From an optimization exercise on the open Yosys and OpenROAD flow, aimed at small area and a short achievable clock period; shortcuts taken in it are not production practice.
In this exercise RTL edits were held to simulation tests only and were not proved equivalent to the original.
Power figures rest on the tool's default switching activity, not on a simulated workload.

## juniper
==> flow/design.v (excerpt) <==
module badicecream(input         Clk,                 
                             Reset,               
                             frame_clk,           
                input [10:0]   DrawX, DrawY ,    
				input [15:0]   keycode,				  
               	output logic is_BI	,			 
				output logic [10:0] BI_X, BI_Y,
				input logic up_wall, down_wall , left_wall, right_wall,
				output logic [10:0] BI_X_Pos, BI_Y_Pos,
				output logic [5:0] BI_BlkX_Pos, BI_BlkY_Pos
              );
	localparam [1:0] RIGHT = 2'd0, LEFT = 2'd1, UP = 2'd2, DOWN = 2'd3;
	logic frame_clk_delayed, frame_clk_rising_edge;
	logic [2:0] per_frame_counter;    
	logic [2:0] frame_counter;        
	logic       walking;
	logic [1:0] facing;
	logic [5:0] x_hi, y_hi;
	logic [4:0] off;
	always_ff @(posedge Clk) begin
		frame_clk_delayed     <= frame_clk;
		frame_clk_rising_edge <= frame_clk & ~frame_clk_delayed;
	end
	wire kW = (keycode[7:0] == 8'd26) | (keycode[15:8] == 8'd26);
	wire kA = (keycode[7:0] == 8'd4)  | (keycode[15:8] == 8'd4);
	wire kS = (keycode[7:0] == 8'd22) | (keycode[15:8] == 8'd22);
	wire kD = (keycode[7:0] == 8'd7)  | (keycode[15:8] == 8'd7);
	wire anykey = kW | kA | kS | kD;
	logic [1:0] key_dir;
	logic       key_wall;
	always_comb begin
		if (kW)      begin key_dir = UP;    key_wall = up_wall;    end
		else if (kA) begin key_dir = LEFT;  key_wall = left_wall;  end
		else if (kS) begin key_dir = DOWN;  key_wall = down_wall;  end
		else         begin key_dir = RIGHT; key_wall = right_wall; end
	end
	wire turn = frame_clk_rising_edge & ~walking & anykey;
	wire [1:0] facing_in = turn ? key_dir : facing;
	wire off_up  = ~facing[0];
  ...
Size in the first run: about 440 cells after synthesis, about 28 flip-flops, ~100 I/O pins, roughly 2600 um2 of cells after synthesis.
export LEC_CHECK = 0
export CAP_MARGIN = 20
export CORE_MARGIN = 2
export CORE_UTILIZATION = 40
export SETUP_SLACK_MARGIN = 2.5
export SLEW_MARGIN = 20
create_clock -name core_clock -period 8.0 [get_ports {Clk}]
standard.sh (not shown) runs the stock make flow with config.mk's settings and CLKGATE_MAP_FILE= SYNTH_SCRIPT=/design/flow/synth_recipe.tcl, a recipe that flattens the netlist after the stock synthesis.
==> flow/flow/run.sh <==
#!/bin/bash
# The standard ORFS layout with these changes:
#  - the smallest buffer (buf_1) on every input and output port,
#  - adders left as plain logic (no half/full adder cells),
#  - ABC maps the logic with flow/abc_map.script instead of ORFS's speed script.
# Synthesis is otherwise the standard flow's own script (synth_recipe.tcl), so registers and
# their names are those of the standard synthesis.
set -euo pipefail
here=$PWD
export BUFFER_PORTS_ARGS="-buffer_cell sky130_fd_sc_hd__buf_1"
export ADDER_MAP_FILE=
{
  head -n 1 synth_recipe.tcl
  cat <<TCL
proc abc {args} {
  set i [lsearch -exact \$args -script]
  if { \$i >= 0 } { lset args [expr {\$i + 1}] $here/flow/abc_map.script }
  yosys abc {*}\$args
}
TCL
  tail -n +2 synth_recipe.tcl
} > own_synth.tcl
sed "s#SYNTH_SCRIPT=[^ ]*#SYNTH_SCRIPT=$here/own_synth.tcl#" standard.sh > own_standard.sh
grep -q "SYNTH_SCRIPT=$here/own_synth.tcl" own_standard.sh
bash own_standard.sh > standard.log 2>&1
==> flow/flow/abc_map.script <==
strash
dch
map -D 1500
strash
dch
map -D 1500
topo
stime -c
buffer -c
upsize -c
dnsize -c
Input changes introduced in maple (baseline for comparison: juniper):
-- flow/flow/run.sh --
<<< juniper, line 1
#!/bin/bash
# The standard ORFS layout with these changes:
#  - the smallest buffer (buf_1) on every input and output port,
>>> maple, line 1
#!/bin/bash
# The standard ORFS layout with three changes:
#  - the smallest buffer (buf_1) on every input and output port,
==> flow/flow/abc_map.script <==
strash
dch
map
topo
stime -c
buffer -c
upsize -c
dnsize -c
Results
- NOTE: worst setup slack in maple exceeds that of juniper
- Taking juniper as the reference, in maple worst hold margin fell by 0.0056 ns; global-route wire length before repair rose by 7.8%; relative contribution of combinational cells to total power rose by 0.7 points; aggregate routed wire length rose by about 2.4%.
- juniper → maple: layout overhead on the synthesized area went down by 6.1 points, sequential share of layout area now sits lower, initial core utilization went down by 0.27 points.
Relative to maple, the following input files were edited for xenon:
-- flow/flow/run.sh --
<<< maple, line 4
#  - adders left as plain logic (no half/full adder cells),
#  - ABC maps the logic with flow/abc_map.script instead of ORFS's speed script.
>>> xenon, line 4
#  - adders left as plain logic (no half/full adder cells),
#  - the datapath's pins grouped on one edge (flow/io.tcl),
#  - ABC maps the logic with flow/abc_map.script instead of ORFS's speed script.
<<< maple, line 11
export ADDER_MAP_FILE=
{
>>> xenon, line 12
export ADDER_MAP_FILE=
export PRE_IO_PLACEMENT_TCL=$here/flow/io.tcl
{
==> flow/flow/io.tcl (new file) <==
# Pin placement: the sprite-pixel datapath's pins (DrawX, DrawY in; is_BI, BI_X,
# BI_Y out) side by side on the right edge, the key codes on the bottom edge.
set dp {}
foreach b {7 6 5 4 3 2 1 0} { lappend dp "BI_Y\[$b\]" }
foreach b {10 9 8 7 6 5 4 3 2 1 0} { lappend dp "DrawY\[$b\]" }
lappend dp is_BI
foreach b {0 1 2 3 4 5 6 7 8 9 10} { lappend dp "DrawX\[$b\]" }
foreach b {0 1 2 3 4 5 6 7} { lappend dp "BI_X\[$b\]" }
set_io_pin_constraint -pin_names $dp -region right:* -group -order
set kc {}
for {set b 0} {$b < 16} {incr b} { lappend kc "keycode\[$b\]" }
set_io_pin_constraint -pin_names $kc -region bottom:* -group
Results
xenon went all the way through synthesis, placement and routing and the layout is clean on timing, DRC and antenna.
Compared with maple, in xenon sequential power share saw little to no change; global-route usage now sits higher; synthesized-area fraction occupied by xor and xnor cells flat; part of the power in the clock network down 0.5 points.
Least setup slack across all paths after layout in xenon is 0.023 ns above maple.
Worst hold margin: xenon > maple
Delta (xenon minus maple): number of clock buffers in the layout saw little to no change, flip-flop and latch share of the layout cell area roughly the same.

-- afterwards: timing with drivers on the ports --
The results above use ideal ports. As a check the final layouts listed here were re-extracted and re-timed, cells and wires unchanged.
Step 1 assumes that a clkbuf_16 drives the clock port and a buf_2 every other input.
Step 2 times the ports against the registers' clock, not the clock port: input delays grow and output delays shrink by t, the midpoint of the rising clock arrivals with the driver on.
Three values: ideal, step 1, step 2; two values: the first two.
run | t, ns | setup slack, ns | pins driven straight from the clock port
juniper | 0.305 | 2.654 / 2.629 / 2.629 | 1
maple | 0.304 | 2.858 / 2.837 / 2.837 | 1
xenon | 0.299 | 2.881 / 2.852 / 2.852 | 1
After both steps setup and hold are still met in every run listed. For xenon, which loses most, drivers alone change the setup slack by -0.029 ns; drivers and shift together by -0.029 ns.
